Context: an optimization exercise on an open-source flow, tuned for small area. The choices shown serve that exercise and are no tape-out recipe.
RTL that was checked went through simulation tests only; none was proved equivalent to the original.
No driver is modelled on the clock port, so clocking that relies on it looks cheaper here than on a real chip.
No activity file was given, so power comes from the tool's default toggle rates.

Design simon_top, start of the top module:
module simon_top (
    input wire CLOCK_50,
    input wire [0:0] KEY,     
    input wire [3:0] SW,      
    output wire [9:0] LEDR,
    output wire [6:0] HEX0    
);
    wire rst_n = KEY[0];
    wire tick;
    wire sample;
    wire [3:0] btn_evt;
    wire [7:0] lfsr_out;
    wire mem_write_en;
    wire [5:0] mem_addr;
    wire [1:0] mem_data_in;
    wire [1:0] mem_data_out;
    wire [3:0] game_leds_out;
    wire led_success_out;
    wire led_fail_out;
    wire [3:0] score_out_fsm;
    clock_divider fsm_ticker (
        .clk(CLOCK_50),
        .rst_n(rst_n),
        .tick(tick)
    );
    debounce_sampler sampler (
        .clk(CLOCK_50),
        .rst_n(rst_n),
        .sample(sample)
    );
    button_debouncer debouncer_0 (.clk(CLOCK_50), .rst_n(rst_n), .btn_in(SW[0]), .sample(sample), .tick(tick), .btn_evt(btn_evt[0]));
    button_debouncer debouncer_1 (.clk(CLOCK_50), .rst_n(rst_n), .btn_in(SW[1]), .sample(sample), .tick(tick), .btn_evt(btn_evt[1]));
    button_debouncer debouncer_2 (.clk(CLOCK_50), .rst_n(rst_n), .btn_in(SW[2]), .sample(sample), .tick(tick), .btn_evt(btn_evt[2]));
    button_debouncer debouncer_3 (.clk(CLOCK_50), .rst_n(rst_n), .btn_in(SW[3]), .sample(sample), .tick(tick), .btn_evt(btn_evt[3]));
    lfsr lfsr_inst (
        .clk(CLOCK_50),
        .rst_n(rst_n),
        .tick(tick),
        .data_out(lfsr_out)
    );
    pattern_memory mem_inst (
        .clk(CLOCK_50),
        .write_en(mem_write_en),
        .addr(mem_addr),
        .data_in(mem_data_in),
        .rd_data(mem_data_out)
    );
    game_fsm the_game (
        .clk(CLOCK_50),
  ...
==> module game_fsm, before the edit <==
module game_fsm (
    input  wire       clk,
    input  wire       rst_n,
    input  wire       tick,
    input  wire [3:0] btn_evt,
    input  wire [1:0] lfsr_data,
    output wire       mem_write_en,
    output wire [5:0] mem_addr,
    output wire [1:0] mem_data_in,
    input  wire [1:0] mem_data_out,
    output wire [3:0] game_leds,
    output wire       led_success,
    output wire       led_fail,
    output wire [3:0] score_out
);
    localparam S_IDLE       = 4'd0;
    localparam S_IDLE_F     = 4'd1;
    localparam S_LVL_FIRST  = 4'd2;
    localparam S_LVL_NEXT   = 4'd3;
    localparam S_SHOW_DELAY = 4'd4;
    localparam S_LED_ON     = 4'd5;
    localparam S_LED_OFF    = 4'd6;
    localparam S_WAIT       = 4'd7;
    localparam S_CHECK_OK   = 4'd8;
    localparam S_CHECK_BAD  = 4'd9;
    localparam S_SUCCESS    = 4'd10;
    localparam S_FAIL       = 4'd11;
    localparam S_FAIL_WAIT  = 4'd12;
    reg [3:0] state;
    reg [6:0] timer;             
    reg [5:0] index;             
    reg [5:0] won;
    wire done = ~(timer[6] | timer[5] | timer[4] | timer[3] | timer[1]);
    wire last = (index == won) & ~(&won);
    wire any_btn = |btn_evt;
    reg [3:0] colour_leds;
    always @(*) begin
        case (mem_data_out)
            2'b00: colour_leds = 4'b0001;
            2'b01: colour_leds = 4'b0010;
            2'b10: colour_leds = 4'b0100;
            default: colour_leds = 4'b1000;
        endcase
    end
    wire bad = |(btn_evt & ~colour_leds);
    assign game_leds   = (state == S_LED_OFF) ? colour_leds :
                         {4{(state == S_FAIL_WAIT) & index[3]}};
    assign led_success = (state == S_LVL_NEXT);
    assign led_fail    = (state == S_FAIL_WAIT) | (state == S_IDLE_F);
    assign score_out   = won[3:0];
    assign mem_write_en = (state == S_LVL_FIRST) | (state == S_LVL_NEXT);
    assign mem_addr     = index;
    assign mem_data_in  = lfsr_data;
    always @(posedge clk) begin
        if (tick) begin
            case (state)
                S_SHOW_DELAY, S_LED_OFF, S_FAIL_WAIT:
                    timer <= {timer[5:0], timer[6] ^ timer[5]};
                S_FAIL:  timer <= 7'd72;
                default: timer <= 7'd45;
            endcase
            case (state)
                S_IDLE, S_IDLE_F, S_LVL_FIRST, S_LVL_NEXT:
                    index <= 6'd0;
                S_LED_OFF:  if (done) index <= last ? 6'd0 : index + 6'd1;
                S_CHECK_OK, S_FAIL_WAIT: index <= index + 6'd1;
                S_FAIL:     index <= 6'd63;
                default: ;
            endcase
        end
    end
    always @(posedge clk or negedge rst_n) begin
        if (!rst_n) begin
            state <= S_IDLE;
            won   <= 6'd0;
        end else if (tick) begin
            case (state)
                S_IDLE, S_IDLE_F:
                    state <= any_btn ? S_LVL_FIRST : S_IDLE;
                S_LVL_FIRST, S_LVL_NEXT:
                    state <= S_SHOW_DELAY;
                S_SHOW_DELAY:
                    if (done) state <= S_LED_ON;
                S_LED_ON:
                    state <= S_LED_OFF;
                S_LED_OFF:
                    if (done) state <= last ? S_WAIT : S_LED_ON;
                S_WAIT:
                    if (any_btn) state <= bad ? S_CHECK_BAD : S_CHECK_OK;
                S_CHECK_OK:
                    state <= last ? S_SUCCESS : S_WAIT;
                S_CHECK_BAD:
                    state <= S_FAIL;
                S_SUCCESS: begin
                    won   <= won + 6'd1;
                    state <= S_LVL_NEXT;
                end
                S_FAIL: begin
                    won   <= 6'd0;
                    state <= S_FAIL_WAIT;
                end
                S_FAIL_WAIT:
                    if (done) state <= S_IDLE_F;
                default:
                    state <= S_IDLE;
            endcase
        end
    end
endmodule
Settings: LEC_CHECK=0, CAP_MARGIN=20, CORE_MARGIN=2, CORE_UTILIZATION=40, SLEW_MARGIN=20; clock period 10.0 ns.
standard.sh (not shown) runs the stock make flow with config.mk's settings and CLKGATE_MAP_FILE= SYNTH_SCRIPT=/design/flow/synth_recipe.tcl, a recipe that flattens the netlist after the stock synthesis.
==> flow/flow/run.sh <==
#!/bin/bash
# Own layout flow: the standard flow (standard.sh) with three changes.
#  1. After the standard synthesis, the combinational logic is mapped again
#     by ABC for area (remap.tcl, with a 30 s &deepsyn run); the flip-flops are kept as they are, by
#     instance name and cell type.
#  2. CTS adds no dummy loads and uses clkbuf_8 buffers; after CTS each leaf
#     clock buffer is shrunk to the smallest clkbuf whose flip-flop clock-pin
#     slew stays low (post_cts.tcl); buf_6 is tried before keeping clkbuf_8.
#  3. Ports are buffered with buf_1.
# Every tool's full output goes to a log of its own in this folder; ORFS also
# keeps each step's log under orfs/logs/.
set -euo pipefail
W=$(pwd)
RES=$W/orfs/results/sky130hd/simon_top/base

bash standard.sh "$RES/1_2_yosys.v" > make_synth.log 2>&1
cp "$RES/1_2_yosys.v" "$W/standard_1_2_yosys.v"

DONT_USE=$(sed -n '/DONT_USE_CELLS/,/^$/p' "$FLOW_HOME/platforms/sky130hd/config.mk" \
           | grep -oE 'sky130_fd_sc_hd__[a-z0-9_]+' | tr '\n' ' ')
LIB="$FLOW_HOME/platforms/sky130hd/lib/sky130_fd_sc_hd__tt_025C_1v80.lib"
REMAP_IN="$W/standard_1_2_yosys.v" REMAP_OUT="$W/remapped.v" REMAP_LIB="$LIB" \
REMAP_DONT_USE="$DONT_USE" yosys -c "$W/flow/remap.tcl" > remap.log 2>&1
cp "$W/remapped.v" "$RES/1_2_yosys.v"

CTS="-sink_clustering_enable -repair_clock_nets -dont_use_dummy_load -buf_list {sky130_fd_sc_hd__clkbuf_8}"
bash standard.sh "CTS_ARGS=$CTS" "BUFFER_PORTS_ARGS=-buffer_cell sky130_fd_sc_hd__buf_1" \
    "POST_CTS_TCL=$W/flow/post_cts.tcl" finish > make_finish.log 2>&1
Other scripts of this flow, unchanged in this note and not shown: flow/flow/post_cts.tcl, flow/flow/remap.tcl
The starting point finished clean.
==> next run, changes <==
--- a/flow/design.v
+++ b/flow/design.v
@@ -131,9 +131,9 @@
     reg [3:0] state;
     reg [6:0] timer;             
     reg [5:0] index;             
     reg [5:0] won;
-    wire done = ~(timer[6] | timer[5] | timer[4] | timer[3] | timer[1]);
+    wire done = timer[6] & timer[5] & timer[4] & timer[1] & timer[0];
     wire last = (index == won) & ~(&won);
     wire any_btn = |btn_evt;
     reg [3:0] colour_leds;
     always @(*) begin
@@ -152,26 +152,36 @@
     assign score_out   = won[3:0];
     assign mem_write_en = (state == S_LVL_FIRST) | (state == S_LVL_NEXT);
     assign mem_addr     = index;
     assign mem_data_in  = lfsr_data;
-    always @(posedge clk) begin
+    reg idx_clear, idx_inc, idx_set;
+    always @(*) begin
+        idx_clear = 1'b0;
+        idx_inc   = 1'b0;
+        idx_set   = 1'b0;
         if (tick) begin
             case (state)
-                S_SHOW_DELAY, S_LED_OFF, S_FAIL_WAIT:
-                    timer <= {timer[5:0], timer[6] ^ timer[5]};
-                S_FAIL:  timer <= 7'd72;
-                default: timer <= 7'd45;
-            endcase
-            case (state)
                 S_IDLE, S_IDLE_F, S_LVL_FIRST, S_LVL_NEXT:
-                    index <= 6'd0;
-                S_LED_OFF:  if (done) index <= last ? 6'd0 : index + 6'd1;
-                S_CHECK_OK, S_FAIL_WAIT: index <= index + 6'd1;
-                S_FAIL:     index <= 6'd63;
+                    idx_clear = 1'b1;
+                S_LED_OFF: begin
+                    idx_clear = done & last;
+                    idx_inc   = done & ~last;
+                end
+                S_CHECK_OK, S_FAIL_WAIT:
+                    idx_inc = 1'b1;
+                S_FAIL:
+                    idx_set = 1'b1;
                 default: ;
             endcase
         end
     end
+    wire timing     = (state == S_SHOW_DELAY) | (state == S_LED_OFF) | (state == S_FAIL_WAIT);
+    wire timer_load = tick & ~timing;
+    always @(posedge clk) begin
+        timer <= timer_load ? ((state == S_FAIL) ? 7'd15 : 7'd65)
+                            : timer + {6'd0, tick};
+        index <= ((index & {6{~idx_clear}}) + {5'd0, idx_inc}) | {6{idx_set}};
+    end
     always @(posedge clk or negedge rst_n) begin
         if (!rst_n) begin
             state <= S_IDLE;
             won   <= 6'd0;
=> The new run ran to the end with no violations. Clock power stays flat. Routed wire length went down by about 2%. Clock-buffer cell count does not change. Fmax went down by 8.4%. Power went down by about 0.44%.
Function not checked in the first run of this note: the RTL went through the layout flow alone.

[separate check: timing with driven ports]
The flow's constraints put no driver on any port. The routed layouts listed below were extracted and timed again, unchanged, in two steps.
Step 1, drivers: a clkbuf_16 drives CLOCK_50 and a buf_2 each remaining input, both assumed.
Step 2, shift: input delay + t, output delay - t, t = (earliest + latest rising clock arrival at the registers) / 2. This alone moves slack from input paths to output paths.
Three values: no drivers, after step 1, after step 2; two values: the first two.
run | t (ns) | setup slack, ns | hold WS [ns] | latest minus earliest clock arrival (ns) | cell pins on the clock port's net
the first run | 0.459 | 5.994 / 5.961 / 6.420 | 0.266 / 0.266 / 0.266 | 0.071 / 0.071 | 1
the second run | 0.444 | 5.625 / 5.594 / 6.038 | 0.279 / 0.279 / 0.279 | 0.062 / 0.062 | 1
After both steps setup and hold are still met in every run listed.
